This is an optimization exercise on Yosys and OpenROAD, whose aim is small area, a short achievable clock period and few clock cycles, not a production implementation. The RTL was checked by simulation tests, not by an equivalence proof against the original design. No activity file was given, so power comes from the tool's default toggle rates.

## run.sh

```bash
#!/bin/bash
# synth_recipe.tcl (not shown) runs the flow's synth.tcl, then flattens the netlist and writes it again
# the make line also repeats each setting of config.mk as NAME=value (left out here)
make -C /OpenROAD-flow-scripts/flow DESIGN_CONFIG=/design/flow/config.mk WORK_HOME=/design/flow/orfs CLKGATE_MAP_FILE= SYNTH_SCRIPT=/design/flow/synth_recipe.tcl finish
```

## config.mk

```make
export PLATFORM = sky130hd
export DESIGN_NAME = multi_cycle_cpu
export DESIGN_NICKNAME = multi_cycle_cpu
export VERILOG_FILES = /design/flow/design.v
export SDC_FILE = /design/flow/constraint.sdc
export NUM_CORES = 4
export LEC_CHECK = 0
export CAP_MARGIN = 20
export CORE_MARGIN = 2
export CORE_UTILIZATION = 40
export PLACE_DENSITY = 0.6
export SETUP_SLACK_MARGIN = 4
export SLEW_MARGIN = 20
```

## constraint.sdc

```tcl
create_clock -name core_clock -period 11.0 [get_ports {clk}]
set_input_delay 2.2000 -clock core_clock [delete_from_list [all_inputs] [get_ports {clk}]]
set_output_delay 2.2000 -clock core_clock [all_outputs]
set_load 0.01 [all_outputs]
```

## design.v

```verilog
`default_nettype none
module cpu_alu (
    input wire [31:0] src_a,
    input wire [31:0] src_b,
    input wire sub,
    input wire [2:0] funct3,
    input wire alt,   
    output reg  [31:0] result,
    output wire eq,
    output wire lt,
    output wire ltu
);
  wire [32:0] s = {1'b0, src_a} + {1'b0, src_b ^ {32{sub}}} + {32'b0, sub};
  assign ltu = ~s[32];
  assign lt  = (src_a[31] ^ src_b[31]) ? src_a[31] : s[31];
  assign eq  = src_a == src_b;
  wire left = ~funct3[2];
  wire [4:0] shamt = src_b[4:0];
  reg [31:0] a_rev, sh_rev;
  integer k;
  always @(*) for (k = 0; k < 32; k = k + 1) a_rev[k] = src_a[31-k];
  wire [31:0] sh_in = left ? a_rev : src_a;
  wire fill = alt & src_a[31] & ~left;
  wire signed [32:0] sh_s = {fill, sh_in};
  wire [32:0] sh_w = sh_s >>> shamt;
  wire [31:0] sh = sh_w[31:0];
  always @(*) for (k = 0; k < 32; k = k + 1) sh_rev[k] = sh[31-k];
  always @(*) begin
    case (funct3)
      3'b000:  result = s[31:0];
      3'b001:  result = sh_rev;
      3'b010:  result = {31'b0, lt};
      3'b011:  result = {31'b0, ltu};
      3'b100:  result = src_a ^ src_b;
      3'b101:  result = sh;
      3'b110:  result = src_a | src_b;
      default: result = src_a & src_b;
    endcase
  end
endmodule
`default_nettype none
module cpu_imm_extend (
    input  wire [24:0] data,
    input  wire [ 1:0] imm_src,
    output wire [31:0] imm_ext
);
  wire [11:0] imm_i = data[24:13];
  wire [11:0] imm_s = {data[24:18], data[4:0]};
  assign imm_ext = {{20{data[24]}}, (imm_src == 2'd1) ? imm_s : imm_i};
endmodule
`default_nettype none
module cpu_register_file (
    input wire clk,
    input wire rst_n,
    input wire [4:0] a1,
    input wire [4:0] a2,
    input wire [4:0] a3,
    input wire [31:0] wd3,
    input wire we3,
    output wire [31:0] rd1,
    output wire [31:0] rd2
);
  reg [31:0] regs[1:31];
  reg [31:1] valid;
  genvar i;
  generate
    for (i = 1; i < 32; i = i + 1) begin : g_reg
      always @(posedge clk) begin
        if (we3 && a3 == i) regs[i] <= wd3;
      end
    end
  endgenerate
  always @(posedge clk or negedge rst_n) begin
    if (!rst_n) valid <= 0;
    else if (we3 && a3 != 0) valid[a3] <= 1'b1;
  end
  wire [31:0] v = {valid, 1'b0};
  wire [31:0] r1 = (a1 == 0) ? 32'b0 : regs[a1];
  wire [31:0] r2 = (a2 == 0) ? 32'b0 : regs[a2];
  assign rd1 = v[a1] ? r1 : 32'b0;
  assign rd2 = v[a2] ? r2 : 32'b0;
endmodule
`default_nettype none
module cpu_data_extend (
    input  wire [31:0] data,
    input  wire [ 2:0] control,
    output wire [31:0] data_ext
);
  wire b = control[1:0] == 2'b00;
  wire h = control[1:0] == 2'b01;
  wire s = ~control[2] & (b ? data[7] : data[15]);
  assign data_ext[7:0]   = data[7:0];
  assign data_ext[15:8]  = b ? {8{s}} : data[15:8];
  assign data_ext[31:16] = (b | h) ? {16{s}} : data[31:16];
endmodule
`default_nettype none
module multi_cycle_cpu (
    input wire clk,
    input wire rst_n,
    output wire [31:0] mem_addr,
    output wire [31:0] mem_wdata,
    output wire [ 3:0] mem_wenable,
    input  wire [31:0] mem_rdata
);
  reg  [31:1] pc;        
  reg         x_wb;      
  reg         x_mem;     
  reg         x_store;
  reg         x_branch;
  reg         x_jalr;
  reg         x_load;
  reg         x_link;    
  reg         x_sub;
  reg  [2:0]  x_f3;
  reg         x_f7;      
  reg         x_pred;    
  reg  [4:0]  x_rd;
  reg  [11:0] x_imm;     
  reg  [31:1] alt;       
  reg  [31:0] rs1v;
  reg  [31:0] opb;       
  wire [31:0] alu_result;
  wire eq, lt, ltu;
  cpu_alu alu (
      .src_a(rs1v),
      .src_b(opb),
      .sub(x_sub),
      .funct3(x_f3),
      .alt(x_f7),
      .result(alu_result),
      .eq(eq),
      .lt(lt),
      .ltu(ltu)
  );
  wire [31:0] addr = rs1v + {{20{x_imm[11]}}, x_imm};
  wire cond = x_f3[0] ^ (x_f3[2] ? (x_f3[1] ? ltu : lt) : eq);
  wire redirect = (x_branch & (cond ^ x_pred)) | x_jalr;
  wire fetch = ~x_mem;
  wire take = fetch & ~redirect;
  wire [31:0] ld_ext;
  cpu_data_extend data_extend (
      .data(mem_rdata),
      .control(x_f3),
      .data_ext(ld_ext)
  );
  wire [31:0] ex_result = x_link ? {alt, 1'b0} : alu_result;
  wire [31:0] wb_data = x_load ? ld_ext : ex_result;
  wire [31:0] inst = mem_rdata;
  wire [4:0] rs1 = inst[19:15];
  wire [4:0] rs2 = inst[24:20];
  wire [4:0] rd = inst[11:7];
  wire [2:0] f3 = inst[14:12];
  wire f_branch = inst[6] & ~inst[2];
  wire f_jalr   = inst[6] & inst[2] & ~inst[3];
  wire f_jal    = inst[6] & inst[3];
  wire f_mem    = ~inst[6] & ~inst[4];
  wire f_load   = f_mem & ~inst[5];
  wire f_store  = f_mem & inst[5];
  wire f_lui    = ~inst[6] & inst[4] & inst[2] & inst[5];
  wire f_auipc  = ~inst[6] & inst[4] & inst[2] & ~inst[5];
  wire f_alu    = ~inst[6] & inst[4] & ~inst[2];
  wire f_opimm  = f_alu & ~inst[5];
  wire f_wb     = ~f_branch & ~f_store & (rd != 5'd0);
  wire f_sub    = f_branch | (f_alu & ((f3[2:1] == 2'b01) | (inst[5] & inst[30] & f3 == 3'b000)));
  wire f_taken  = f_jal | (f_branch & inst[31]);
  wire [31:0] rf1, rf2;
  cpu_register_file register_file (
      .clk(clk),
      .rst_n(rst_n),
      .a1(rs1),
      .a2(rs2),
      .a3(x_rd),
      .wd3(wb_data),
      .we3(x_wb),
      .rd1(rf1),
      .rd2(rf2)
  );
  wire byp1 = x_wb & (x_rd == rs1);
  wire byp2 = x_wb & (x_rd == rs2);
  wire [31:0] imm_i;
  cpu_imm_extend imm_extend (
      .data(inst[31:7]),
      .imm_src(2'd0),
      .imm_ext(imm_i)
  );
  wire [31:1] f_imm = f_branch ? {{20{inst[31]}}, inst[7], inst[30:25], inst[11:8]} :
                      f_jal    ? {{12{inst[31]}}, inst[19:12], inst[20], inst[30:21]} :
                                 {inst[31:12], 11'b0};
  wire [31:1] f_target = pc + f_imm;
  wire [31:1] pc4 = pc + 31'd2;
  always @(posedge clk or negedge rst_n) begin
    if (!rst_n) begin
      pc       <= 31'b0;
      x_wb     <= 1'b0;
      x_mem    <= 1'b0;
      x_store  <= 1'b0;
      x_branch <= 1'b0;
      x_jalr   <= 1'b0;
    end else begin
      x_wb     <= take & f_wb;
      x_mem    <= take & f_mem;
      x_store  <= take & f_store;
      x_branch <= take & f_branch;
      x_jalr   <= take & f_jalr;
      if (redirect) pc <= x_jalr ? addr[31:1] : alt;
      else if (fetch) pc <= f_taken ? f_target : pc4;
    end
  end
  always @(posedge clk) begin
    x_load <= f_load;
    x_link <= (inst[6] & inst[2]) | f_auipc | f_lui;
    x_sub  <= f_sub;
    x_f3   <= f3;
    x_f7   <= inst[30];
    x_pred <= inst[31];
    x_rd   <= rd;
    x_imm  <= f_store ? {inst[31:25], inst[11:7]} : inst[31:20];
    alt    <= f_lui ? {inst[31:12], 11'b0} : ((f_branch & ~inst[31]) | f_auipc) ? f_target : pc4;
    rs1v   <= byp1 ? ex_result : rf1;
    opb    <= f_opimm ? imm_i : byp2 ? ex_result : rf2;
  end
  assign mem_addr = x_mem ? addr : {pc, 1'b0};
  assign mem_wdata = opb;
  assign mem_wenable = x_store ? {x_f3[1], x_f3[1], x_f3[1] | x_f3[0], 1'b1} : 4'b0000;
endmodule
```

==> results of run 1 <==
## Yosys cell counts (132+ instances only)
cell / number
clkbuf_1: 325
a22oi_1: 318
ha_1: 169
edfxtp_1: 992
nand3_1: 132
nor2_1: 321
a22o_1: 288
a221oi_1: 276
a21oi_1: 290
nand2_1: 298
o21ai_0: 139
nand4_1: 133
## final cells by class
class,count,area (um2)
multi-input cells,3459,26460
clock inverters,74,935.9
diodes,10,25.02
fillers,13680,82200
well taps,2030,2540
clock buffers,151,3171
inverters,112,420.4
flip-flops and latches,1177,33850
repair buffers,298,2482
## routing by layer
layer	track usage (%)	routed length (um)	vias to the layer above
met5	1.385	483	-
met4	23.92	25970	29
met3	17.25	51680	1640
met2	52.19	121100	5870
met1	45.58	102600	26570
li1	-	-	20870
## state kept, by name (all words and copies together) (netlist names)
name	count
rs1v	32
x_load	1
register_file.valid	31
x_imm	11
x_pred	1
pc	31
x_store	1
alt	31
x_f3	3
x_wb	1
x_sub	1
x_link	1
x_mem	1
x_branch	1
x_jalr	1
opb	32
register_file.regs	992
x_rd	5
## logic make-up (layout without fill, tap and decap cells)
logic type / count (synthesis) / after routing / synth area share, %
XOR/XNOR: 160 / 160 / 2.286
AO/OA/AOI/OAI: 1780 / 1780 / 21.94
adder cells (fa/ha/maj): 172 / 172 / 3.547
multiplexers: 192 / 192 / 4.790
flip-flops: 1177 / 1177 / 55.17
buffers and inverters: 499 / 635 / 3.230
AND/OR/NAND/NOR: 1155 / 1155 / 9.030
other: 0 / 10 / 0
## stage by stage
step	total power [W]	instances	setup slack, ns	instance area (um2)	utilization [%]
after floorplan	0.008015	5135	4.839	61310	-
after global placement	0.009578	7076	3.911	65660	43.17
after detailed placement	0.009610	7076	3.900	65660	43.17
after CTS	0.01386	7301	4.007	69780	45.88
after global routing	0.01443	7303	3.940	69860	45.94
final	0.01404	7311	4.064	69880	45.95
## worst min-delay path by stage
| stage | from | endpoint | slack, ns | cells after the start |
|---|---|---|---|---|
| finish | register_file.valid[6] | register_file.valid[6] | 0.49 | 1 |
| global placement | register_file.valid[9] | register_file.valid[9] | 0.47 | 1 |
| detailed placement | register_file.valid[14] | register_file.valid[14] | 0.48 | 1 |
| floorplan | register_file.valid[10] | register_file.valid[10] | 0.45 | 1 |
| CTS | register_file.valid[6] | register_file.valid[6] | 0.50 | 1 |
| global route | register_file.valid[27] | register_file.valid[27] | 0.51 | 1 |
## power by group through the flow
stage / logic [W] / registers (W) / clock network [W]
6_report: 0.00391 / 0.00579 / 0.00434
5_1_grt: 0.00414 / 0.00580 / 0.00450
4_1_cts: 0.00377 / 0.00577 / 0.00433
3_5_place_dp: 0.00375 / 0.00586 / 0
3_3_place_gp: 0.00372 / 0.00586 / 0
2_1_floorplan: 0.00239 / 0.00562 / 0
## critical path: stages, from the launching register on
cell and delay (ns):
dfxtp_1 0.69, ha_1 0.39, a21o_1 0.19, a221o_1 0.34
a31o_2 0.23, a21boi_0 0.25, a21oi_1 0.16, o31ai_2 0.41
o21bai_1 0.15, xor2_1 0.32, mux2_2 0.31, clkdlybuf4s50_1 0.55
## repair_timing
action,4_1_cts,5_1_grt
hold endpoints to repair,0,0
hold buffers,0,0
gates resized for setup,5,6
endpoints found under the setup margin,9,8
==> results.py, run 1 <==
metrics = {
    "worst_setup_path": {
        "rrSetupSlack_ns": 5.57,
        "endpoint": "mem_addr[28]",
        "r2r-end": "pc[30]",
        "cp-end-kind": "output pin",
        "worstPathRequired_ns": 8.80,
        "start_kind": "flop",
        "cp-startpoint": "rs1v[16]",
        "r2r_start": "x_sub",
        "arrival_ns": 4.74,
        "cp_max_fo": 7,
        "r2r_cells": 14,
        "critPathKind": "flop to output pin",
    },
    "timing": {
        "min_period_ns": 6.936,
        "setup_violations": 0,
        "tns_ns": 0,
        "slew_violations": 0,
        "fmax_mhz": 144.2,
        "hold_slack_ns": 0.4909,
        "worst_slew_pin_slew_ns": 1.313,
        "hold_violations": 0,
        "rsz0062_at_grt": "yes",
        "finalCritPeriodShare_pct": 63.06,
        "slew_headroom_pct": 11.77,
        "fin_worst_skew_ns": 0.07679,
    },
    "synth": {
        "synth_nets": 5341,
        "synth.area.top_cells": "edfxtp_1 49%, a22o_1 4.1%, a221oi_1 3.9%, a22oi_1 3.9%, dfxtp_1 3.9%",
        "ys_warn_count": 36,
        "syn_inst": 5135,
        "avgSynthCellArea_um2": 11.94,
        "postSynth.asyncResetShare_pct": 5.692,
        "ys_seq_elements": 1177,
        "synth_cell_type_count": 92,
        "synth_top_area_share_pct": 48.59,
        "yosys.area.top_type": "edfxtp_1",
        "netlist_area_mm2": 0.06131,
        "synth_seq_area_share_pct": 55.17,
        "synth_ff_type": "edfxtp_1",
        "synth_edf_count": 992,
    },
    "pwr": {
        "cellLeakagePower_nw": 24.07,
        "p_switching_w": 0.004805,
        "switching_share_pct": 34.22,
        "seqPwrFrac_pct": 41.3,
        "internal-power_w": 0.009237,
        "p_comb_share_pct": 27.9,
        "clock_power_share_pct": 30.9,
        "vdd_drop_max_mv": 0.1439,
        "power_density_mw_per_mm2": 200.9,
    },
    "cts": {
        "clock-sinks": 1177,
        "cts_max_path_buffers": 3,
        "numCtsBuffers": 120,
        "path_clk_slew_ns": 0.06,
        "worstSkewPairLatency_ns": 0.81,
        "cts-root-buf": "clkbuf_16",
        "post_cts_buffers": 0,
        "cts_tree": "yes",
        "htreeDepth": 3,
    },
    "cells_and_area": {
        "syn_to_final_growth_pct": 13.98,
        "layout.nets": 5374,
        "drive_gt1_share_pct": 13.22,
        "layout_commonest_cell": "edfxtp_1",
        "layout_common_cells": "992 x edfxtp_1, 318 x a22oi_1, 298 x nand2_1, 288 x a22o_1, 283 x a21oi_1",
    },
    "route": {
        "vias": 54980,
        "routedWlPerCell_um": 41.29,
        "drt_iter0_drc": 12670,
        "finalWirelength_mm": 301.9,
        "viasPerCell": 7.520,
        "ant_nets": 0,
        "drc": 0,
        "drt_pre_antenna_iters": 11,
    },
    "floorplanning": {
        "die_h_um": 395.5,
        "design.core.area_mm2": 0.1521,
        "die_w_um": 395.5,
        "num_rows": 143,
        "pin_count": 102,
        "fp.dieArea_mm2": 0.1564,
        "start_util_pct": 40.31,
    },
    "global_route": {
        "overflow": 0,
        "grt_pass1_vias": 51010,
        "grtUsageTotal_pct": 37.16,
        "antenna_found_initial": 18,
        "grt_max_degree": 69,
        "grt_first_pass_wirelength_mm": 409.2,
    },
    "flow_run": {
        "cap_violations": 0,
    },
    "placement": {
        "port-buffer-count": 101,
        "hpwlAfterDp_mm": 176.6,
        "gp_congestion": 1.013,
    },
    "outcome": {
        "outcome": "no timing/DRC/antenna violations",
    },
    "worst_hold_path": {
        "hold_path.class": "flop to flop",
    },
}
Testbench counts, summed over its fixed seeds: cycles 511,671.
==> inputs of run 2 (changes only) <==
--- a/config.mk
+++ b/config.mk
@@ -9,5 +9,5 @@
 export CORE_MARGIN = 2
 export CORE_UTILIZATION = 40
 export PLACE_DENSITY = 0.6
-export SETUP_SLACK_MARGIN = 4
+export SETUP_SLACK_MARGIN = 5
 export SLEW_MARGIN = 20
==> run 2 against run 1 <==
Compared with the run above:
- global-route usage is 0.10 points higher
- count of clock-buffer cells in the layout shrank 7
- wire length up 0.57%
- clock power decreased by 1%
- critical path type unchanged
- worst setup slack better by 0.87 ns
- sequential power about the same
- non-clock buffer count increased by 51
- critical endpoint is now mem_addr[26]
==> results.py, run 2 <==
metrics = {
    "cells_and_area": {
        "largest_reg_flops": 992,
        "layout_commonest_cell": "edfxtp_1",
        "regMostFlops": "register_file.regs",
        "layout_common_cells": "992 x edfxtp_1, 318 x a22oi_1, 297 x nand2_1, 288 x a22o_1, 276 x a21oi_1",
        "top_regs": "register_file.regs (992), opb (32), rs1v (32)",
        "layout.nets": 5425,
        "multiInputGateArea_mm2": 0.02702,
        "ff_latch_area_mm2": 0.03387,
        "nFillCells": 13590,
        "drive_gt1_share_pct": 15.43,
        "syn_to_final_growth_pct": 15.62,
        "instances_no_fill": 7363,
    },
    "route": {
        "finalWirelength_mm": 303.6,
        "viasPerCell": 7.500,
        "vias": 55220,
        "drt_pre_antenna_iters": 11,
        "ant_nets": 0,
        "drc": 0,
        "routedWlPerCell_um": 41.24,
        "drt_iter0_drc": 12530,
    },
    "worst_setup_path": {
        "cp_cell_sequence": "buf_6, ha_4, inv_2, fa_2, nor2b_4, o31ai_4, a21oi_4, o211ai_1, buf_4, a21oi_4, o31ai_4, buf_6, buf_12, buf_12, xnor2_4, mux2_4, buf_6",
        "path_common_cell": "buf_6",
        "crit_buf_inv": 7,
        "start_kind": "flop",
        "r2r_cells": 15,
        "cp.depth": 17,
        "cp_slowest_cell": "o31ai_4",
        "critPathKind": "flop to output pin",
        "path_delay_family": "compound AO/OA/AOI/OAI gates",
        "cp_max_fo": 3,
        "cp-end-kind": "output pin",
        "cpPeakStageDelay_ns": 0.34,
        "arrival_ns": 3.86,
        "worstPathRequired_ns": 8.80,
    },
    "timing": {
        "hold_violations": 0,
        "tns_ns": 0,
        "finalCritPeriodShare_pct": 55.12,
        "slew_violations": 0,
        "worst_slew_pin_slew_ns": 1.278,
        "setup_ws_ns": 4.937,
        "setup_violations": 0,
        "fin_worst_skew_ns": 0.1088,
        "slew_headroom_pct": 14.16,
        "fmax_mhz": 164.9,
        "min_period_ns": 6.063,
        "rsz0062_at_grt": "yes",
    },
    "outcome": {
        "outcome": "no timing/DRC/antenna violations",
    },
    "global_route": {
        "grtUsageTotal_pct": 37.26,
        "overflow": 0,
        "grt_pass1_vias": 50740,
        "grt_max_degree": 69,
        "antenna_found_initial": 19,
        "grt_first_pass_wirelength_mm": 409.7,
    },
    "cts": {
        "clock-sinks": 1177,
        "htreeDepth": 3,
        "cts_max_path_buffers": 3,
        "numCtsBuffers": 120,
        "cts-root-buf": "clkbuf_16",
        "cts_hold_buf": 0,
        "path_clk_slew_ns": 0.06,
        "worstSkewPairLatency_ns": 0.84,
        "cts_tree": "yes",
    },
    "synth": {
        "synth.area.top_cells": "edfxtp_1 49%, a22o_1 4.1%, a221oi_1 3.9%, a22oi_1 3.9%, dfxtp_1 3.9%",
        "synth_cell_type_count": 92,
        "synth_edf_count": 992,
        "postSynth.asyncResetShare_pct": 5.692,
        "ys_seq_elements": 1177,
        "synth_seq_area_share_pct": 55.17,
        "post-synth-top-count-cell": "edfxtp_1",
        "synth_ff_type": "edfxtp_1",
        "ys_warn_count": 36,
        "avgSynthCellArea_um2": 11.94,
        "yosys.area.top_type": "edfxtp_1",
        "netlist_area_mm2": 0.06131,
        "synth_top_area_share_pct": 48.59,
        "synth_nets": 5341,
        "yosys-top-cells-count": "992 x edfxtp_1, 325 x clkbuf_1, 321 x nor2_1",
        "syn_inst": 5135,
    },
    "floorplanning": {
        "die_h_um": 395.5,
        "pin_count": 102,
        "num_rows": 143,
        "fp.dieArea_mm2": 0.1564,
        "die_w_um": 395.5,
        "design.core.area_mm2": 0.1521,
        "start_util_pct": 40.31,
    },
    "pwr": {
        "power_density_mw_per_mm2": 200.7,
        "cellLeakagePower_nw": 24.52,
        "vdd_drop_max_mv": 0.1595,
    },
    "placement": {
        "gp_congestion": 1.021,
        "port-buffer-count": 101,
        "placedCellCount": 7075,
        "dp_slack_ns": 3.910,
        "hpwlAfterDp_mm": 178.3,
    },
    "worst_hold_path": {
        "hold_path.class": "flop to flop",
        "hold_depth": 1,
    },
    "flow_run": {
        "cap_violations": 0,
    },
}
## run 2: cell count changes in the layout (fill, tap and decap cells not counted), moves of 9 or more
cell             previous run  this run
ha_1                      169       155
buf_6                       0        10
clkdlybuf4s50_1            99        83
xnor2_1                    78        67
buf_4                     198       233
xnor2_2                     0         9
## run 2: repair_timing
action / in CTS / in global routing
setup buffers: 25 / 26
setup endpoints to repair: 26 / 25
pin swaps: 27 / 20
cloned: 0 / 0
gates resized for setup: 117 / 54
## run 2: cell families (layout without fill, tap and decap cells)
kind of cell,after synthesis,in the layout,share of synthesized area [%]
other,0,13,0
buffers and inverters,499,684,3.230
AOI/OAI and AO/OA,1780,1780,21.94
muxes,192,192,4.790
adders and majority gates,172,172,3.547
and+or+nand+nor,1155,1155,9.030
xor gates and xnor gates,160,160,2.286
DFF,1177,1177,55.17
## run 2: path summary, 6_finish.rpt
path | start | to | slack (ns)
worst min register to register | register_file.valid[13] | register_file.valid[13] | 0.49
worst max register to register | opb[0] | pc[30] | 5.52
worst min-delay path | register_file.valid[13] | register_file.valid[13] | 0.49
max in group asynchronous | rst_n | x_jalr | 8.66
min in group asynchronous | rst_n | pc[21] | 1.58
worst max-delay path | rs1v[0] | mem_addr[26] | 4.94
## run 2: per-layer routing
metal | part of all wire, % | vias up | track usage [%] | wire length, um
met2 | 41 | 5897 | 53.42 | 124100
li1 | - | 20950 | - | -
met1 | 34 | 26690 | 45.85 | 103000
met4 | 8.8 | 20 | 24.42 | 26790
met5 | 0.12 | - | 0.03079 | 371
met3 | 16 | 1663 | 15.59 | 49370
## run 2: area by class of cell
cell class | instances | area share (%)
diodes | 13 | 0.04589
clock buffers | 144 | 4.450
clock inverters | 79 | 1.264
inverters | 112 | 0.6036
multi-input cells | 3459 | 38.12
flip-flops and latches | 1177 | 47.77
well taps | 2030 | 3.583
repair buffers | 349 | 4.164
## run 2: report_power, final
part | switching (W) | internal, W
Sequential | 0.000468 | 0.00532
Combinational | 0.00257 | 0.00158
Clock | 0.00189 | 0.00240
Total | 0.00493 | 0.00930
## run 2: through the flow
stage / area, um2 / hold slack, ns / total power (W) / util (%)
finish: 70890 / 0.4941 / 0.01422 / 46.61
global route: 70860 / 0.5082 / 0.01458 / 46.59
CTS: 70350 / 0.4958 / 0.01396 / 46.26
detailed placement: 65670 / 0.4798 / 0.009648 / 43.18
global placement: 65660 / 0.4695 / 0.009624 / 43.17
floorplan: 61310 / 0.4548 / 0.008015 / -
==> inputs of run 3 (changes only) <==
--- a/design.v
+++ b/design.v
@@ -5,12 +5,14 @@
     input wire sub,
     input wire [2:0] funct3,
     input wire alt,   
+    output wire [31:0] sum,
     output reg  [31:0] result,
     output wire eq,
     output wire lt,
     output wire ltu
 );
   wire [32:0] s = {1'b0, src_a} + {1'b0, src_b ^ {32{sub}}} + {32'b0, sub};
+  assign sum = s[31:0];
   assign ltu = ~s[32];
   assign lt  = (src_a[31] ^ src_b[31]) ? src_a[31] : s[31];
   assign eq  = src_a == src_b;
@@ -107,9 +109,10 @@
   reg         x_mem;     
   reg         x_store;
   reg         x_branch;
-  reg         x_jalr;
+  reg         x_jump;    
   reg         x_load;
   reg         x_link;    
+  reg         x_pcrel;   
   reg         x_sub;
   reg  [2:0]  x_f3;
   reg         x_f7;      
@@ -119,7 +122,7 @@
   reg  [31:1] alt;       
   reg  [31:0] rs1v;
   reg  [31:0] opb;       
-  wire [31:0] alu_result;
+  wire [31:0] alu_sum, alu_result;
   wire eq, lt, ltu;
   cpu_alu alu (
       .src_a(rs1v),
@@ -127,6 +130,7 @@
       .sub(x_sub),
       .funct3(x_f3),
       .alt(x_f7),
+      .sum(alu_sum),
       .result(alu_result),
       .eq(eq),
       .lt(lt),
@@ -134,7 +138,7 @@
   );
   wire [31:0] addr = rs1v + {{20{x_imm[11]}}, x_imm};
   wire cond = x_f3[0] ^ (x_f3[2] ? (x_f3[1] ? ltu : lt) : eq);
-  wire redirect = (x_branch & (cond ^ x_pred)) | x_jalr;
+  wire redirect = (x_branch & (cond ^ x_pred)) | x_jump;
   wire fetch = ~x_mem;
   wire take = fetch & ~redirect;
   wire [31:0] ld_ext;
@@ -162,7 +166,7 @@
   wire f_opimm  = f_alu & ~inst[5];
   wire f_wb     = ~f_branch & ~f_store & (rd != 5'd0);
   wire f_sub    = f_branch | (f_alu & ((f3[2:1] == 2'b01) | (inst[5] & inst[30] & f3 == 3'b000)));
-  wire f_taken  = f_jal | (f_branch & inst[31]);
+  wire f_taken  = f_branch & inst[31];
   wire [31:0] rf1, rf2;
   cpu_register_file register_file (
       .clk(clk),
@@ -183,11 +187,13 @@
       .imm_src(2'd0),
       .imm_ext(imm_i)
   );
-  wire [31:1] f_imm = f_branch ? {{20{inst[31]}}, inst[7], inst[30:25], inst[11:8]} :
-                      f_jal    ? {{12{inst[31]}}, inst[19:12], inst[20], inst[30:21]} :
-                                 {inst[31:12], 11'b0};
-  wire [31:1] f_target = pc + f_imm;
+  wire [31:1] f_target = pc + {{20{inst[31]}}, inst[7], inst[30:25], inst[11:8]};
   wire [31:1] pc4 = pc + 31'd2;
+  wire f_pcrel = f_jal | f_auipc;
+  wire f_u     = f_lui | f_auipc;
+  wire [31:0] f_immb = f_opimm ? imm_i :
+                       f_u     ? {inst[31:12], 12'b0} :
+                                 {{12{inst[31]}}, inst[19:12], inst[20], inst[30:21], 1'b0};
   always @(posedge clk or negedge rst_n) begin
     if (!rst_n) begin
       pc       <= 31'b0;
@@ -195,29 +201,30 @@
       x_mem    <= 1'b0;
       x_store  <= 1'b0;
       x_branch <= 1'b0;
-      x_jalr   <= 1'b0;
+      x_jump   <= 1'b0;
     end else begin
       x_wb     <= take & f_wb;
       x_mem    <= take & f_mem;
       x_store  <= take & f_store;
       x_branch <= take & f_branch;
-      x_jalr   <= take & f_jalr;
-      if (redirect) pc <= x_jalr ? addr[31:1] : alt;
+      x_jump   <= take & (f_jal | f_jalr);
+      if (redirect) pc <= x_jump ? (x_pcrel ? alu_sum[31:1] : addr[31:1]) : alt;
       else if (fetch) pc <= f_taken ? f_target : pc4;
     end
   end
   always @(posedge clk) begin
-    x_load <= f_load;
-    x_link <= (inst[6] & inst[2]) | f_auipc | f_lui;
-    x_sub  <= f_sub;
-    x_f3   <= f3;
-    x_f7   <= inst[30];
-    x_pred <= inst[31];
-    x_rd   <= rd;
-    x_imm  <= f_store ? {inst[31:25], inst[11:7]} : inst[31:20];
-    alt    <= f_lui ? {inst[31:12], 11'b0} : ((f_branch & ~inst[31]) | f_auipc) ? f_target : pc4;
-    rs1v   <= byp1 ? ex_result : rf1;
-    opb    <= f_opimm ? imm_i : byp2 ? ex_result : rf2;
+    x_load  <= f_load;
+    x_link  <= inst[6] & inst[2];
+    x_pcrel <= f_pcrel;
+    x_sub   <= f_sub;
+    x_f3    <= f_u | f_jal ? 3'b000 : f3;
+    x_f7    <= inst[30];
+    x_pred  <= inst[31];
+    x_rd    <= rd;
+    x_imm   <= f_store ? {inst[31:25], inst[11:7]} : inst[31:20];
+    alt     <= (f_branch & ~inst[31]) ? f_target : pc4;
+    rs1v    <= f_pcrel ? {pc, 1'b0} : f_lui ? 32'b0 : byp1 ? ex_result : rf1;
+    opb     <= (f_opimm | f_u | f_jal) ? f_immb : byp2 ? ex_result : rf2;
   end
   assign mem_addr = x_mem ? addr : {pc, 1'b0};
   assign mem_wdata = opb;
--- a/config.mk
+++ b/config.mk
@@ -8,6 +8,6 @@
 export CAP_MARGIN = 20
 export CORE_MARGIN = 2
 export CORE_UTILIZATION = 40
-export PLACE_DENSITY = 0.6
+export PLACE_DENSITY = 0.45
 export SETUP_SLACK_MARGIN = 5
 export SLEW_MARGIN = 20
==> run 3 against run 2 <==
Compared with the run above:
- clock power up 4%
- cell area up 0.16%
- maximum frequency down 2.3%
- worst setup slack worse by 0.14 ns
- core utilization up 0.076 points
- flip-flop and latch count up 1
- via count up 0.95%
- synthesized cell count up 1.9%
- global-route usage up 5.9 points
- sequential power up 5.2%
- die area about the same
- largest cell class unchanged
==> results.py, run 3 <==
metrics = {
    "timing": {
        "tns_ns": 0,
        "setup_violations": 0,
        "slew_headroom_pct": 11.19,
        "slew_violations": 0,
        "worst_slew_pin_slew_ns": 1.323,
        "finalCritPeriodShare_pct": 56.43,
        "fmax_mhz": 161.1,
        "hold_violations": 0,
        "rsz0062_at_grt": "yes",
        "min_period_ns": 6.207,
        "fin_worst_skew_ns": 0.02830,
    },
    "cts": {
        "cts_tree": "yes",
        "path_clk_slew_ns": 0.06,
        "clock-sinks": 1178,
        "numCtsBuffers": 133,
        "cts-root-buf": "clkbuf_16",
        "htreeDepth": 4,
        "worstSkewPairLatency_ns": 0.79,
        "cts_max_path_buffers": 3,
    },
    "worst_hold_path": {
        "hold_depth": 1,
        "worstHoldStart": "register_file.valid[14]",
        "hold_path.class": "flop to flop",
        "hold_path_end": "register_file.valid[14]",
    },
    "pwr": {
        "p_switching_w": 0.005569,
        "internal-power_w": 0.009495,
        "cellLeakagePower_nw": 24.60,
        "power_density_mw_per_mm2": 212.1,
        "clock_power_share_pct": 29.8,
        "p_comb_share_pct": 29.8,
        "switching_share_pct": 36.97,
        "vdd_drop_max_mv": 0.1647,
        "power_w": 0.01506,
        "seqPwrFrac_pct": 40.4,
    },
    "synth": {
        "synth_seq_area_share_pct": 55.19,
        "synth.area.top_cells": "edfxtp_1 49%, a221oi_1 4.5%, a22o_1 4.2%, dfxtp_1 3.9%, ha_1 3.4%",
        "synth_ff_type": "edfxtp_1",
        "synth_edf_count": 992,
        "avgSynthCellArea_um2": 11.72,
        "syn_inst": 5231,
        "yosys.area.top_type": "edfxtp_1",
        "synth_cell_type_count": 89,
        "netlist_area_mm2": 0.06132,
        "ys_warn_count": 36,
        "synth_top_area_share_pct": 48.58,
        "yosys-top-cells-count": "992 x edfxtp_1, 368 x nor2_1, 323 x nand2_1",
        "post-synth-top-count-cell": "edfxtp_1",
        "postSynth.asyncResetShare_pct": 5.688,
        "ys_seq_elements": 1178,
        "synth_nets": 5437,
    },
    "cells_and_area": {
        "top_regs": "register_file.regs (992), opb (32), rs1v (32)",
        "nFillCells": 13840,
        "layout_commonest_cell": "edfxtp_1",
        "largest_reg_flops": 992,
        "layout.nets": 5539,
        "layout_common_cells": "992 x edfxtp_1, 322 x nand2_1, 316 x a221oi_1, 297 x a22o_1, 286 x nor2_1",
        "drive_gt1_share_pct": 15.13,
        "regMostFlops": "register_file.regs",
        "multiInputGateArea_mm2": 0.02678,
        "instances_no_fill": 7472,
        "syn_to_final_growth_pct": 15.79,
        "ff_latch_area_mm2": 0.03392,
    },
    "route": {
        "vias": 55740,
        "drt_iter0_drc": 10510,
        "viasPerCell": 7.460,
        "routedWlPerCell_um": 46.47,
        "finalWirelength_mm": 347.3,
        "drc": 0,
        "ant_nets": 0,
        "drt_pre_antenna_iters": 10,
    },
    "worst_setup_path": {
        "cpPeakStageDelay_ns": 1.08,
        "worstPathRequired_ns": 11.71,
        "rrSetupSlack_ns": 4.97,
        "r2r_cells": 14,
        "r2r-end": "register_file.regs[6][26]",
        "start_kind": "input pin",
        "critPathKind": "input pin to flop",
        "arrival_ns": 6.92,
        "r2r_start": "opb[0]",
        "cp-end-kind": "flop",
        "cp_cell_sequence": "clkdlybuf4s50_1, nand2b_1, nor2_4, buf_4, a22o_1, a221oi_1, nand4_1, o221ai_1, nand2_1, a21oi_1, nor2_1",
        "cp_max_fo": 18,
        "cp_slowest_cell": "nor2_4",
    },
    "global_route": {
        "grt_first_pass_wirelength_mm": 461.0,
        "grtUsageTotal_pct": 43.19,
        "antenna_found_initial": 15,
        "overflow": 0,
        "grt_max_degree": 85,
        "grt_pass1_vias": 52510,
    },
    "flow_run": {
        "cap_violations": 0,
    },
    "placement": {
        "placedCellCount": 7192,
        "gp_congestion": 1.011,
        "hpwlAfterDp_mm": 216.3,
        "port-buffer-count": 101,
    },
    "floorplanning": {
        "design.core.area_mm2": 0.1521,
        "num_rows": 143,
        "fp.dieArea_mm2": 0.1565,
        "start_util_pct": 40.32,
        "die_w_um": 395.5,
        "pin_count": 102,
        "die_h_um": 395.5,
    },
    "outcome": {
        "outcome": "no timing/DRC/antenna violations",
    },
}
-- run 3: logic make-up after synthesis --
family          count (synthesis)  synth area share (%)
mux                           169                 4.156
compound gates               1771                 21.76
fa+ha+maj                     172                 3.546
buf+inv                       507                 3.197
xor+xnor                      163                 2.328
simple gates                 1271                 9.816
flops                        1178                 55.19
-- run 3: worst max-delay path by stage --
stage / to / startpoint / slack [ns] / cells past startpoint
finish: opb[11] / mem_rdata[20] / 4.79 / 11
CTS: mem_addr[18] / rs1v[0] / 4.82 / 13
floorplan: mem_addr[29] / x_pred / 5.90 / 9
global route: mem_addr[18] / rs1v[0] / 4.80 / 13
global placement: opb[0] / mem_rdata[20] / 4.05 / 11
detailed placement: rs1v[14] / mem_rdata[17] / 4.34 / 10
-- run 3: final cells by class --
class	count	share of cell area, %
flip-flops and latches	1178	47.78
multi-input cells	3546	37.72
clock buffers	163	4.962
repair buffers	354	4.212
well taps	2030	3.577
clock inverters	73	1.091
inverters	120	0.6397
diodes	8	0.02819
-- run 3: power groups by stage --
stage	clock network (W)	registers, W	logic [W]
floorplan	0	0.00571	0.00250
global placement	0	0.00615	0.00420
detailed placement	0	0.00614	0.00421
CTS	0.00451	0.00605	0.00430
global route	0.00468	0.00607	0.00469
finish	0.00448	0.00609	0.00449
-- run 3: repair_timing --
item | CTS | global route
setup endpoints to repair | 88 | 51
hold buffers | 0 | 0
pin swaps | 23 | 23
resized for setup | 98 | 54
buffers inserted | 21 | 12
-- run 3: metal layers --
layer	track usage (%)	vias to the layer above	routed length, um
li1	-	21320	-
met1	52.32	27730	122500
met2	64.78	5140	149000
met3	14.08	1540	44590
met4	30.65	10	30980
met5	0.1232	-	182
-- run 3: per-stage QoR --
step                cell area [um2]  utilization [%]  hold WS, ns  setup slack, ns
floorplan                     61320                -       0.4383            5.904
global placement              65830            43.29       0.4592            4.051
detailed placement            65870            43.31       0.4635            4.344
CTS                           70630            46.44       0.4787            4.823
global route                  70980            46.67       0.4985            4.803
finish                        71000            46.69       0.4799            4.793
-- run 3: critical path, delay by kind of cell --
kind | cells | cell delay (ns)
AO/OA/AOI/OAI | 4 | 0.81
buffers and inverters | 2 | 1.64
AND/OR/NAND/NOR | 5 | 2.24
Testbench counts of run 3, summed over its fixed seeds: cycles 513,540.
==> inputs of run 4 (changes only) <==
==> flow/run.sh (new file) <==
#!/bin/bash
set -euo pipefail
bash standard.sh SETUP_SLACK_MARGIN=6.5 "BUFFER_PORTS_ARGS=-buffer_cell sky130_fd_sc_hd__buf_4" finish > standard.log 2>&1
==> standard.sh (new file) <==
#!/bin/bash
# synth_recipe.tcl (not shown) runs the flow's synth.tcl, then flattens the netlist and writes it again
# the make line also repeats each setting of config.mk as NAME=value (left out here)
make -C /OpenROAD-flow-scripts/flow DESIGN_CONFIG=/design/flow/config.mk WORK_HOME=/design/flow/orfs CLKGATE_MAP_FILE= SYNTH_SCRIPT=/design/flow/synth_recipe.tcl "${@:-finish}"
--- a/config.mk
+++ b/config.mk
@@ -11,3 +11,4 @@
 export PLACE_DENSITY = 0.45
 export SETUP_SLACK_MARGIN = 5
 export SLEW_MARGIN = 20
+export TNS_END_PERCENT = 20
removed: run.sh
==> run 4 against run 3 <==
Compared with the run above:
- worst setup slack better by 0.43 ns
- maximum frequency up 7.4%
- cell area up 3.0%
- core utilization up 1.4 points
- synthesized area unchanged
- combinational power up 9.8%
- clock skew up 0.032 ns
- total power up 3.9%
- largest cell class unchanged
==> results.py, run 4 <==
metrics = {
    "outcome": {
        "outcome": "no timing/DRC/antenna violations",
    },
    "floorplanning": {
        "num_rows": 143,
        "fp.dieArea_mm2": 0.1565,
        "design.core.area_mm2": 0.1521,
        "pin_count": 102,
        "die_h_um": 395.5,
        "start_util_pct": 40.32,
        "die_w_um": 395.5,
    },
    "cts": {
        "clock-sinks": 1178,
        "htreeDepth": 4,
        "numCtsBuffers": 134,
        "worstSkewPairLatency_ns": 0.82,
        "cts-root-buf": "clkbuf_16",
        "path_clk_slew_ns": 0.07,
        "cts_hold_buf": 0,
        "cts_tree": "yes",
        "cts_max_path_buffers": 3,
    },
    "worst_setup_path": {
        "cpPeakStageDelay_ns": 0.41,
        "cp_max_fo": 8,
        "start_kind": "flop",
        "r2r_start": "rs1v[31]",
        "cp-startpoint": "x_pred",
        "worstPathRequired_ns": 8.80,
        "cp-end-kind": "output pin",
        "path_common_cell": "a211oi_2",
        "critPathKind": "flop to output pin",
        "arrival_ns": 3.58,
        "cp_cell_sequence": "buf_12, ha_4, a211oi_2, o21bai_1, a211oi_2, o31ai_2, a211o_1, a41oi_2, xnor2_2, mux2_2, buf_4",
        "cp_slowest_cell": "dfxtp_4",
    },
    "synth": {
        "ys_seq_elements": 1178,
        "avgSynthCellArea_um2": 11.72,
        "yosys-top-cells-count": "992 x edfxtp_1, 368 x nor2_1, 323 x nand2_1",
        "synth_seq_area_share_pct": 55.19,
        "synth_nets": 5437,
        "syn_inst": 5231,
        "ys_warn_count": 36,
        "synth_edf_count": 992,
        "yosys.area.top_type": "edfxtp_1",
        "synth_ff_type": "edfxtp_1",
        "synth_top_area_share_pct": 48.58,
        "postSynth.asyncResetShare_pct": 5.688,
        "synth_cell_type_count": 89,
        "post-synth-top-count-cell": "edfxtp_1",
        "synth.area.top_cells": "edfxtp_1 49%, a221oi_1 4.5%, a22o_1 4.2%, dfxtp_1 3.9%, ha_1 3.4%",
        "netlist_area_mm2": 0.06132,
    },
    "global_route": {
        "antenna_found_initial": 11,
        "grt_first_pass_wirelength_mm": 463.7,
        "overflow": 0,
        "grt_max_degree": 66,
        "grt_pass1_vias": 52260,
        "grtUsageTotal_pct": 43.61,
    },
    "pwr": {
        "cellLeakagePower_nw": 25.61,
        "power_w": 0.01565,
        "power_density_mw_per_mm2": 214.0,
        "vdd_drop_max_mv": 0.1517,
    },
    "cells_and_area": {
        "layout.nets": 5622,
        "nFillCells": 13660,
        "ff_latch_area_mm2": 0.03393,
        "layout_commonest_cell": "edfxtp_1",
        "drive_gt1_share_pct": 20.34,
        "largest_reg_flops": 992,
        "finish.instance_area_mm2": 0.07312,
        "syn_to_final_growth_pct": 19.24,
        "regMostFlops": "register_file.regs",
        "layout_common_cells": "992 x edfxtp_1, 343 x buf_4, 314 x a221oi_1, 313 x nand2_1, 297 x a22o_1",
        "multiInputGateArea_mm2": 0.02784,
        "top_regs": "register_file.regs (992), opb (32), rs1v (32)",
    },
    "timing": {
        "rsz0062_at_grt": "yes",
        "fin_worst_skew_ns": 0.06038,
        "slew_violations": 0,
        "min_period_ns": 5.779,
        "slew_headroom_pct": 5.168,
        "worst_slew_pin_slew_ns": 1.421,
        "finalCritPeriodShare_pct": 52.54,
        "hold_violations": 0,
        "fmax_mhz": 173.0,
        "setup_violations": 0,
        "tns_ns": 0,
        "hold_slack_ns": 0.4906,
    },
    "route": {
        "finalWirelength_mm": 352.6,
        "viasPerCell": 7.426,
        "vias": 56170,
        "routedWlPerCell_um": 46.62,
        "ant_nets": 0,
        "drt_pre_antenna_iters": 12,
        "drt_iter0_drc": 10730,
        "drc": 0,
    },
    "placement": {
        "gp_congestion": 0.9881,
        "hpwlAfterDp_mm": 209.1,
        "port-buffer-count": 101,
        "dpl_cell_area_mm2": 0.06554,
    },
    "worst_hold_path": {
        "hold_path.class": "flop to flop",
        "worstHoldStart": "register_file.valid[14]",
    },
    "flow_run": {
        "cap_violations": 0,
    },
}
[run 4: final timing paths]
path,to,slack (ns),cells past startpoint
max in group asynchronous,x_mem,8.50,2
worst max register to register,register_file.regs[1][4],5.95,7
worst min-delay path,register_file.valid[14],0.49,1
worst max-delay path,mem_addr[29],5.22,11
min in group asynchronous,pc[25],1.20,1
worst min register to register,register_file.valid[14],0.49,1
[run 4: cell type report]
cell class	instances	area share [%]
Clock inverter	80	1.403
Tap cell	2030	3.473
Inverter	120	0.6228
Multi-Input combinational cell	3554	38.08
Clock buffer	165	4.912
Sequential cell	1178	46.40
Antenna cell	8	0.02738
Timing Repair Buffer	428	5.089
[run 4: what timing repair did]
item	CTS	global route
cloned	5	3
pin swaps	53	68
gates resized for setup	177	173
setup endpoints to repair	1064	894
buffers inserted	60	75
[run 4: power by group]
part / internal (W) / total, W / switching (W)
clock: 0.00267 / 0.00470 / 0.00202
combinational: 0.00176 / 0.00493 / 0.00317
sequential: 0.00542 / 0.00602 / 0.000600
[run 4: kinds of logic (layout without fill, tap and decap cells)]
| kind of cell | Yosys count | count (layout) | share of synthesized area, % |
|---|---|---|---|
| flip-flops | 1178 | 1178 | 55.19 |
| multiplexers | 169 | 169 | 4.156 |
| buffers and inverters | 507 | 793 | 3.197 |
| AND/OR/NAND/NOR | 1271 | 1272 | 9.816 |
| adder cells (fa/ha/maj) | 172 | 172 | 3.546 |
| AO/OA/AOI/OAI | 1771 | 1778 | 21.76 |
| other | 0 | 8 | 0 |
| XOR/XNOR | 163 | 163 | 2.328 |
[run 4: worst max-delay path, delay by kind of cell (launching register included)]
| kind | cells | cell delay, ns |
|---|---|---|
| AO/OA/AOI/OAI | 6 | 1.22 |
| flip-flops | 1 | 0.41 |
| adder cells (fa/ha/maj) | 1 | 0.34 |
| buffers and inverters | 2 | 0.31 |
| multiplexers | 1 | 0.28 |
| XOR/XNOR | 1 | 0.19 |
[run 4: routing by layer]
layer	up-vias	global-route usage, %	wire length, um
met1	27940	53.42	124900
met3	1532	13.78	44450
li1	21500	-	-
met4	10	31.49	33240
met5	-	0.1847	126
met2	5181	64.78	149900
[run 4: metrics by stage]
step           utilization [%]  setup WS, ns  cells
2_1_floorplan                -         6.298   5231
3_3_place_gp             43.06         5.023   7163
3_5_place_dp             43.09         5.055   7167
4_1_cts                  47.07         5.245   7477
5_1_grt                  48.07         5.132   7556
6_report                 48.08         5.221   7563
==> inputs of run 5 (changes only) <==
--- a/design.v
+++ b/design.v
@@ -15,7 +15,7 @@
   assign sum = s[31:0];
   assign ltu = ~s[32];
   assign lt  = (src_a[31] ^ src_b[31]) ? src_a[31] : s[31];
-  assign eq  = src_a == src_b;
+  assign eq  = ~|s[31:0];   
   wire left = ~funct3[2];
   wire [4:0] shamt = src_b[4:0];
   reg [31:0] a_rev, sh_rev;
--- a/config.mk
+++ b/config.mk
@@ -8,7 +8,9 @@
 export CAP_MARGIN = 20
 export CORE_MARGIN = 2
 export CORE_UTILIZATION = 40
+export CTS_CLUSTER_DIAMETER = 60
+export CTS_CLUSTER_SIZE = 20
 export PLACE_DENSITY = 0.45
 export SETUP_SLACK_MARGIN = 5
 export SLEW_MARGIN = 20
-export TNS_END_PERCENT = 20
+export TNS_END_PERCENT = 5
==> run 5 against run 4 <==
Compared with the run above:
- register-to-register slack got worse by 0.21 ns
- clock power fell by 11%
- count of clock-buffer cells in the layout fell by 49
- sequential power barely moved
- core utilization fell by 0.63 points
- maximum frequency fell by 7.6%
- critical path type unchanged
- highest routed layer unchanged
==> results.py, run 5 <==
metrics = {
    "cells_and_area": {
        "regMostFlops": "register_file.regs",
        "instances_no_fill": 7516,
        "multiInputGateArea_mm2": 0.02742,
        "nFillCells": 13730,
        "layout_common_cells": "992 x edfxtp_1, 345 x buf_4, 342 x a221oi_1, 325 x nand2_1, 304 x a22o_1",
        "largest_reg_flops": 992,
        "drive_gt1_share_pct": 20.02,
        "ff_latch_area_mm2": 0.03393,
        "layout_commonest_cell": "edfxtp_1",
        "syn_to_final_growth_pct": 17.83,
        "fin_util_pct": 47.45,
        "top_regs": "register_file.regs (992), opb (32), rs1v (32)",
        "layout.nets": 5580,
    },
    "synth": {
        "postSynth.asyncResetShare_pct": 5.688,
        "synth_nets": 5427,
        "netlist_area_mm2": 0.06117,
        "synth_top_area_share_pct": 48.70,
        "synth_edf_count": 992,
        "avgSynthCellArea_um2": 11.72,
        "synth.area.top_cells": "edfxtp_1 49%, a221oi_1 4.9%, a22o_1 4.4%, dfxtp_1 3.9%, ha_1 3.5%",
        "synth_ff_type": "edfxtp_1",
        "yosys.area.top_type": "edfxtp_1",
        "ys_seq_elements": 1178,
        "post-synth-top-count-cell": "edfxtp_1",
        "ys_warn_count": 36,
        "yosys-top-cells-count": "992 x edfxtp_1, 369 x nor2_1, 342 x a221oi_1",
        "synth_seq_area_share_pct": 55.33,
        "syn_inst": 5221,
        "synth_cell_type_count": 88,
    },
    "worst_hold_path": {
        "hold_path.class": "flop to flop",
        "worstHoldStart": "register_file.valid[26]",
        "hold_depth": 1,
        "hold_path_end": "register_file.valid[26]",
    },
    "worst_setup_path": {
        "arrival_ns": 4.06,
        "worstPathRequired_ns": 8.80,
        "rrSetupSlack_ns": 5.74,
        "start_kind": "flop",
        "critPathKind": "flop to output pin",
        "cp_max_fo": 2,
        "r2r-end": "register_file.regs[18][27]",
        "r2r_cells": 16,
        "cp-end-kind": "output pin",
        "r2r_start": "opb[4]",
    },
    "floorplanning": {
        "pin_count": 102,
        "start_util_pct": 40.27,
        "num_rows": 143,
        "design.core.area_mm2": 0.1519,
        "die_h_um": 395.1,
        "fp.dieArea_mm2": 0.1561,
        "die_w_um": 395.1,
    },
    "cts": {
        "cts_hold_buf": 0,
        "htreeDepth": 3,
        "numCtsBuffers": 108,
        "cts-root-buf": "clkbuf_16",
        "path_clk_slew_ns": 0.07,
        "cts_tree": "yes",
        "clock-sinks": 1178,
        "cts_max_path_buffers": 3,
        "worstSkewPairLatency_ns": 0.80,
    },
    "timing": {
        "rsz0062_at_grt": "yes",
        "setup_ws_ns": 4.743,
        "tns_ns": 0,
        "setup_violations": 0,
        "worst_slew_pin_slew_ns": 1.270,
        "finalCritPeriodShare_pct": 56.88,
        "fmax_mhz": 159.8,
        "slew_violations": 0,
        "fin_worst_skew_ns": 0.08680,
        "hold_violations": 0,
        "min_period_ns": 6.257,
        "hold_slack_ns": 0.4740,
        "slew_headroom_pct": 14.67,
    },
    "placement": {
        "gp_congestion": 1.003,
        "dp_slack_ns": 4.391,
        "placedCellCount": 7167,
        "hpwlAfterDp_mm": 212.1,
        "port-buffer-count": 101,
    },
    "flow_run": {
        "cap_violations": 0,
    },
    "pwr": {
        "vdd_drop_max_mv": 0.1551,
        "power_density_mw_per_mm2": 209.8,
        "cellLeakagePower_nw": 25.02,
    },
    "route": {
        "finalWirelength_mm": 350.5,
        "viasPerCell": 7.422,
        "drc": 0,
        "ant_nets": 0,
        "routedWlPerCell_um": 46.64,
        "vias": 55790,
        "drt_iter0_drc": 10260,
        "drt_pre_antenna_iters": 13,
    },
    "global_route": {
        "grt_max_degree": 66,
        "grtUsageTotal_pct": 43.54,
        "grt_first_pass_wirelength_mm": 464.5,
        "antenna_found_initial": 19,
        "grt_pass1_vias": 51890,
        "overflow": 0,
    },
    "outcome": {
        "outcome": "no timing/DRC/antenna violations",
    },
}
## run 5: changes by cell type in the layout (fill, tap and decap cells not counted), sizes merged, moves of 12 or more
cell	change
a21o	+12
a21oi	-28
a221oi	+26
a22oi	-58
clkbuf	-50
clkinv	-23
inv	+31
mux2i	+21
nand2	+15
nand3	-19
nor3	-25
o21ai	+70
xor2	-12
## run 5: report_power, final
| part | switching, W | internal (W) | total, W |
|---|---|---|---|
| combinational | 0.00320 | 0.00175 | 0.00495 |
| clock | 0.00205 | 0.00212 | 0.00417 |
| sequential | 0.000575 | 0.00543 | 0.00600 |
## run 5: worst max path at each step
stage	startpoint	to	slack, ns	cells after the start
after CTS	rs1v[0]	mem_addr[30]	4.78	15
final	rs1v[0]	mem_addr[28]	4.74	17
after detailed placement	x_sub	pc[29]	4.39	16
after global routing	rs1v[0]	mem_addr[28]	4.68	17
after global placement	mem_rdata[16]	rs1v[21]	4.27	8
after floorplan	mem_rdata[29]	pc[28]	6.06	14
## run 5: area by class of cell
type / instances / share of cell area, %
Timing Repair Buffer: 432 / 5.265
Tap cell: 2030 / 3.524
Multi-Input combinational cell: 3533 / 38.04
Inverter: 121 / 0.6301
Clock buffer: 116 / 3.821
Clock inverter: 89 / 1.590
Antenna cell: 17 / 0.05902
Sequential cell: 1178 / 47.07
## run 5: cells by family after synthesis
logic type / synth area share, %
xor+xnor: 2.248
mux: 4.193
simple gates: 9.333
compound gates: 22.15
flops: 55.33
buf+inv: 3.189
fa+ha+maj: 3.555
## run 5: timing repair
item,4_1_cts,5_1_grt
setup endpoints to repair,1067,1141
pin swaps,54,63
resized for setup,198,146
setup buffers,66,54
gates cloned,4,1
## run 5: metrics by stage
step | total power, W | area, um2
global placement | 0.01040 | 65560
CTS | 0.01477 | 70980
floorplan | 0.008296 | 61470
detailed placement | 0.01040 | 65620
global route | 0.01551 | 72050
finish | 0.01512 | 72080
## run 5: layer usage
layer / wire [um] / global-route usage [%] / vias to the layer above / part of all wire (%)
met2: 148400 / 64.22 / 5063 / 42
met3: 44410 / 12.93 / 1406 / 13
li1: - / - / 21400 / -
met5: 280 / 0 / - / 0.080
met1: 125900 / 54.81 / 27900 / 36
met4: 31460 / 30.23 / 19 / 9.0
## run 5: worst max-delay path, stage by stage, from the launching register on
cell and delay, ns:
dfxtp_4 0.39, ha_4 0.20, inv_2 0.06, fa_2 0.32
nor2b_2 0.06, o21a_1 0.20, o21ai_2 0.18, a211oi_2 0.11
o31ai_2 0.34, a21oi_2 0.14, buf_4 0.16, o221a_4 0.23
o41ai_4 0.24, buf_4 0.18, xnor2_2 0.14, nand2_1 0.10
o21ai_1 0.12, buf_4 0.14
Testbench counts of run 5, summed over its fixed seeds: cycles 513,540.
==> inputs of run 6 (changes only) <==
--- a/design.v
+++ b/design.v
@@ -15,7 +15,7 @@
   assign sum = s[31:0];
   assign ltu = ~s[32];
   assign lt  = (src_a[31] ^ src_b[31]) ? src_a[31] : s[31];
-  assign eq  = ~|s[31:0];   
+  assign eq  = src_a == src_b;
   wire left = ~funct3[2];
   wire [4:0] shamt = src_b[4:0];
   reg [31:0] a_rev, sh_rev;
==> run 6 against run 5 <==
Compared with the run above:
- final cell count down 1.0%
- first-iteration DRC count up 5.2%
- register-to-register slack better by 0.22 ns
- sequential power about the same
- worst setup slack better by 0.51 ns
- hold slack better by 0.0021 ns
- global-route usage down 0.89 points
- highest routed layer unchanged
- core utilization down 0.87 points
- count of clock-buffer cells in the layout down 3
==> results.py, run 6 <==
metrics = {
    "synth": {
        "synthAdderAreaFrac_pct": 3.546,
        "ys_seq_elements": 1178,
        "synth_cell_type_count": 89,
        "synth_nets": 5437,
        "post-synth-top-count-cell": "edfxtp_1",
        "synth_simple_gate_area_share_pct": 9.816,
        "ys_warn_count": 36,
        "synth.area.top_cells": "edfxtp_1 49%, a221oi_1 4.5%, a22o_1 4.2%, dfxtp_1 3.9%, ha_1 3.4%",
        "synthMuxAreaShare_pct": 4.156,
        "synth_ff_type": "edfxtp_1",
        "synth_top_area_share_pct": 48.58,
        "avgSynthCellArea_um2": 11.72,
        "postSynth.asyncResetShare_pct": 5.688,
        "synth-compound-area-share_pct": 21.76,
        "synth_xor_area_share_pct": 2.328,
        "synth_edf_count": 992,
        "synth_top_family_by_area": "compound AO/OA/AOI/OAI gates",
        "netlist_area_mm2": 0.06132,
        "syn_inst": 5231,
        "synth_seq_area_share_pct": 55.19,
        "yosys.area.top_type": "edfxtp_1",
        "yosys-top-cells-count": "992 x edfxtp_1, 368 x nor2_1, 323 x nand2_1",
    },
    "route": {
        "finalWirelength_mm": 344.4,
        "drt_pre_antenna_iters": 10,
        "routedWlPerCell_um": 46.30,
        "drt_iter0_drc": 10800,
        "ant_nets": 0,
        "viasPerCell": 7.429,
        "drc": 0,
        "vias": 55250,
    },
    "worst_setup_path": {
        "arrival_ns": 3.55,
        "rrSetupSlack_ns": 5.96,
        "critPathKind": "flop to output pin",
        "cp-end-kind": "output pin",
        "r2r_cells": 11,
        "r2r_start": "x_sub",
        "cp_max_fo": 4,
        "worstPathRequired_ns": 8.80,
        "start_kind": "flop",
        "r2r-end": "register_file.regs[29][27]",
    },
    "timing": {
        "setup_violations": 0,
        "min_period_ns": 5.749,
        "setup_ws_ns": 5.251,
        "fmax_mhz": 174.0,
        "fin_worst_skew_ns": 0.08630,
        "hold_violations": 0,
        "rsz0062_at_grt": "yes",
        "tns_ns": 0,
        "slew_headroom_pct": 21.51,
        "slew_violations": 0,
        "worst_slew_pin_slew_ns": 1.168,
        "finalCritPeriodShare_pct": 52.26,
    },
    "global_route": {
        "antenna_found_initial": 18,
        "grtUsageTotal_pct": 42.65,
        "grt_first_pass_wirelength_mm": 456.1,
        "grt_max_degree": 72,
        "gr-usage-met3_pct": 13.32,
        "overflow": 0,
        "grt.busiest_layer": "met2",
        "use_met2_pct": 64.22,
        "grt_pass1_vias": 51710,
        "grt_use_met1_pct": 51.88,
    },
    "floorplanning": {
        "num_rows": 143,
        "fp.dieArea_mm2": 0.1565,
        "die_h_um": 395.5,
        "pin_count": 102,
        "design.core.area_mm2": 0.1521,
        "start_util_pct": 40.32,
        "die_w_um": 395.5,
    },
    "placement": {
        "hpwlAfterDp_mm": 208.9,
        "dp_slack_ns": 5.068,
        "port-buffer-count": 101,
        "placedCellCount": 7158,
        "gp_congestion": 0.9729,
    },
    "cells_and_area": {
        "top_regs": "register_file.regs (992), opb (32), rs1v (32)",
        "layout.nets": 5517,
        "layout_commonest_cell": "edfxtp_1",
        "fin_util_pct": 46.58,
        "nFillCells": 13950,
        "instances_no_fill": 7438,
        "largest_reg_flops": 992,
        "syn_to_final_growth_pct": 15.52,
        "layout_common_cells": "992 x edfxtp_1, 323 x buf_4, 317 x nand2_1, 316 x a221oi_1, 297 x a22o_1",
        "drive_gt1_share_pct": 17.77,
        "regMostFlops": "register_file.regs",
    },
    "worst_hold_path": {
        "hold_path_end": "register_file.valid[31]",
        "worstHoldStart": "register_file.valid[31]",
        "hold_depth": 1,
        "hold_path.class": "flop to flop",
    },
    "pwr": {
        "cellLeakagePower_nw": 24.62,
        "vdd_drop_max_mv": 0.1349,
        "power_density_mw_per_mm2": 210.1,
    },
    "flow_run": {
        "cap_violations": 0,
    },
    "cts": {
        "htreeDepth": 3,
        "numCtsBuffers": 110,
        "path_clk_slew_ns": 0.07,
        "cts-root-buf": "clkbuf_16",
        "clock-sinks": 1178,
        "cts_tree": "yes",
        "worstSkewPairLatency_ns": 0.80,
        "cts_max_path_buffers": 3,
    },
    "outcome": {
        "outcome": "no timing/DRC/antenna violations",
    },
}
==> run 6: cell count changes in the layout (fill, tap and decap cells not counted), moves of 13 or more <==
cell      before  now
a21oi_1      227  269
a221oi_1     342  316
a22oi_1      217  273
buf_4        345  323
buf_6         59   20
mux2i_1       71   54
nand3_1       88  108
nor2_1       269  285
nor2_4        91   76
nor3_1        92  121
o21ai_0      169  124
o21ai_1       21    8
==> run 6: cells by family (layout without fill, tap and decap cells) <==
| kind of cell | count (synthesis) | in the layout |
|---|---|---|
| buf+inv | 507 | 677 |
| flops | 1178 | 1178 |
| mux | 169 | 169 |
| xor+xnor | 163 | 163 |
| fa+ha+maj | 172 | 172 |
| simple gates | 1271 | 1272 |
| other cells | 0 | 5 |
| compound gates | 1771 | 1772 |
==> run 6: through the flow <==
| stage | power (W) | hold slack, ns | instance area [um2] |
|---|---|---|---|
| floorplan | 0.008218 | 0.4383 | 61430 |
| global placement | 0.01033 | 0.4498 | 65400 |
| detailed placement | 0.01032 | 0.4645 | 65440 |
| CTS | 0.01466 | 0.4784 | 70140 |
| global route | 0.01526 | 0.4925 | 70830 |
| finish | 0.01489 | 0.4761 | 70840 |
==> run 6: worst max-delay path by stage <==
stage,startpoint,slack [ns],to
finish,rs1v[0],5.25,mem_addr[30]
global route,x_pred,5.16,mem_addr[30]
CTS,rs1v[0],5.24,mem_addr[30]
detailed placement,mem_rdata[20],5.07,opb[31]
global placement,mem_rdata[20],5.10,opb[16]
floorplan,mem_rdata[30],6.30,pc[22]
==> run 6: what timing repair did <==
action / CTS / global route
endpoints found under the setup margin: 1089 / 1071
gates cloned: 2 / 1
gates resized for setup: 98 / 75
pin swaps: 32 / 42
setup buffers: 26 / 40
hold buffers: 0 / 0
hold endpoints to repair: 0 / 0
==> run 6: area by class of cell <==
class / count / area [um2] / share of cell area, %
repair buffers: 353 / 2853 / 4.027
multi-input cells: 3548 / 27050 / 38.19
clock buffers: 113 / 2785 / 3.931
well taps: 2030 / 2540 / 3.585
diodes: 5 / 12.51 / 0.01766
clock inverters: 91 / 1217 / 1.718
inverters: 120 / 454.2 / 0.6411
flip-flops and latches: 1178 / 33930 / 47.89
==> run 6: report_power, final <==
group / internal, W / switching, W
registers: 0.00542 / 0.000610
logic: 0.00158 / 0.00302
clock network: 0.00215 / 0.00211
total: 0.00915 / 0.00574
==> run 6: worst max-delay path, cell delays in order, from the launching register on <==
cell and delay (ns):
dfxtp_4 0.39, ha_4 0.14, inv_2 0.04, fa_2 0.36, nor2b_2 0.14, o31a_1 0.32, o2111ai_4 0.21, a211oi_4 0.33
o21bai_2 0.11, nand2_2 0.09, a311oi_2 0.11, xnor2_1 0.16, mux2_4 0.27, buf_6 0.12
==> run 6: routing by layer <==
metal / vias to the layer above / share of wire [%] / wire length, um
met2: 4961 / 43 / 148300
li1: 21270 / - / -
met3: 1570 / 13 / 43590
met5: - / 0.045 / 155
met4: 18 / 9.0 / 30890
met1: 27440 / 35 / 121400
Testbench counts of run 6, summed over its fixed seeds: cycles 513,540.
==> inputs of run 7 (changes only) <==
--- a/design.v
+++ b/design.v
@@ -15,7 +15,7 @@
   assign sum = s[31:0];
   assign ltu = ~s[32];
   assign lt  = (src_a[31] ^ src_b[31]) ? src_a[31] : s[31];
-  assign eq  = src_a == src_b;
+  assign eq  = ~|s[31:0];   
   wire left = ~funct3[2];
   wire [4:0] shamt = src_b[4:0];
   reg [31:0] a_rev, sh_rev;
--- a/config.mk
+++ b/config.mk
@@ -8,8 +8,8 @@
 export CAP_MARGIN = 20
 export CORE_MARGIN = 2
 export CORE_UTILIZATION = 40
-export CTS_CLUSTER_DIAMETER = 60
-export CTS_CLUSTER_SIZE = 20
+export CTS_CLUSTER_DIAMETER = 50
+export CTS_CLUSTER_SIZE = 16
 export PLACE_DENSITY = 0.45
 export SETUP_SLACK_MARGIN = 5
 export SLEW_MARGIN = 20
==> run 7 against run 6 <==
Compared with the run above:
- core utilization increased by 1.2 points
- clock skew decreased by 0.016 ns
- still clean
- synthesized area decreased by 0.24%
- maximum frequency decreased by 8.3%
- critical endpoint is now mem_addr[28]
- via count increased by 1.7%
- worst setup slack got worse by 0.52 ns
- first-iteration DRC count decreased by 2.8%
==> results.py, run 7 <==
metrics = {
    "cts": {
        "cts_tree": "yes",
        "path_clk_slew_ns": 0.06,
        "cts_max_path_buffers": 3,
    },
    "cells_and_area": {
        "drive_gt1_share_pct": 19.75,
        "multiInputGateArea_mm2": 0.02737,
        "nFillCells": 13670,
    },
    "synth": {
        "synth_top_area_share_pct": 48.70,
        "synth_nets": 5427,
        "avgSynthCellArea_um2": 11.72,
    },
    "placement": {
        "gp_congestion": 1.003,
    },
    "pwr": {
        "seqPwrFrac_pct": 38.2,
        "power_w": 0.01573,
        "cellLeakagePower_nw": 25.23,
        "internal-power_w": 0.009827,
        "p_comb_share_pct": 31.4,
        "p_switching_w": 0.005907,
    },
    "global_route": {
        "antenna_found_initial": 20,
        "grt_first_pass_wirelength_mm": 465.6,
        "grt_max_degree": 66,
        "grt_pass1_vias": 52400,
        "overflow": 0,
    },
    "worst_setup_path": {
        "arrival_ns": 4.07,
        "worstPathRequired_ns": 8.80,
        "crit_buf_inv": 3,
        "cp_max_fo": 8,
    },
    "floorplanning": {
        "pin_count": 102,
        "die_h_um": 395.1,
        "design.core.area_mm2": 0.1519,
    },
    "route": {
        "viasPerCell": 7.459,
        "drt_iter0_drc": 10490,
        "drc": 0,
    },
    "timing": {
        "tns_ns": 0,
        "setup_violations": 0,
    },
    "outcome": {
        "outcome": "no timing/DRC/antenna violations",
    },
}
[run 7: changes by cell type after synthesis, moves of 10 or more]
cell	previous run	this run
a21oi_1	305	278
o21ai_0	132	203
nor3_1	128	103
and3_1	32	21
nand3_1	109	90
clkbuf_1	312	328
or3_1	11	21
a22oi_1	276	218
buf_2	18	5
xor2_1	93	81
a221oi_1	317	342
nand2_1	323	338
mux2i_1	54	74
a21o_1	52	64
[run 7: worst paths after layout]
| path | slack, ns | startpoint | end | depth (start not counted) |
|---|---|---|---|---|
| hold / removal | 0.47 | register_file.valid[26] | register_file.valid[26] | 1 |
| min in group asynchronous | 1.33 | rst_n | register_file.valid[19] | 1 |
| max in group asynchronous | 8.66 | rst_n | x_mem | 2 |
| setup / recovery | 4.73 | rs1v[5] | mem_addr[28] | 15 |
| setup reg to reg | 5.78 | opb[15] | register_file.regs[20][27] | 16 |
| hold reg to reg | 0.47 | register_file.valid[26] | register_file.valid[26] | 1 |
[run 7: power by group through the flow]
stage	Clock [W]	Sequential, W	Combinational (W)
after floorplan	0	0.00573	0.00257
after global placement	0	0.00609	0.00431
after detailed placement	0	0.00608	0.00432
after CTS	0.00480	0.00598	0.00466
after global routing	0.00499	0.00600	0.00515
final	0.00479	0.00601	0.00494
[run 7: worst register-to-register path: cells and delay by family, from the launching register on]
family | cells | cell delay, ns
adder cells (fa/ha/maj) | 1 | 0.43
XOR/XNOR | 2 | 0.94
AO/OA/AOI/OAI | 5 | 1.50
flip-flops | 1 | 0.61
buffers and inverters | 2 | 0.50
AND/OR/NAND/NOR | 6 | 0.96
[run 7: layout make-up]
cell class	count	share of cell area, %
Antenna cell	20	0.06899
Clock buffer	149	4.802
Clock inverter	98	1.689
Inverter	121	0.6261
Multi-Input combinational cell	3535	37.73
Sequential cell	1178	46.77
Tap cell	2030	3.501
Timing Repair Buffer	403	4.819
[run 7: logic make-up (layout without fill, tap and decap cells)]
group | Yosys count | after routing | synth area share, %
AOI/OAI and AO/OA | 1807 | 1808 | 22.15
and+or+nand+nor | 1217 | 1217 | 9.333
DFF | 1178 | 1178 | 55.33
buffers and inverters | 511 | 771 | 3.189
muxes | 179 | 181 | 4.193
adders and majority gates | 172 | 172 | 3.555
xor gates and xnor gates | 157 | 157 | 2.248
other | 0 | 20 | 0
[run 7: metal layers]
| layer | track usage (%) | up-vias | routed length [um] | share of wire, % |
|---|---|---|---|---|
| met2 | 64.42 | 5186 | 150000 | 43 |
| li1 | - | 21410 | - | - |
| met1 | 55.07 | 28240 | 127500 | 36 |
| met5 | 0 | - | 92 | 0.026 |
| met3 | 13.28 | 1342 | 45500 | 13 |
| met4 | 29.39 | 14 | 28890 | 8.2 |
[run 7: timing repair]
item / CTS / global route
pin swaps: 57 / 33
gates cloned: 7 / 4
setup endpoints to repair: 1066 / 1138
gates resized for setup: 211 / 64
buffers inserted: 72 / 15
[run 7: metrics by stage]
step / utilization (%) / cells / cell area [um2]
CTS: 47.40 / 7493 / 72000
global placement: 43.16 / 7166 / 65560
floorplan: - / 5221 / 61470
detailed placement: 43.20 / 7167 / 65620
finish: 47.76 / 7534 / 72540
global route: 47.73 / 7518 / 72500
Testbench counts of run 7, summed over its fixed seeds: cycles 513,540.

Check on run 7: ideal ports give 4.731 ns setup slack; a clkbuf_16 on the clock port and buf_2 on the inputs give 4.641 ns; moving port delays by the midpoint clock arrival (0.869 ns) as well gives 4.444 ns.
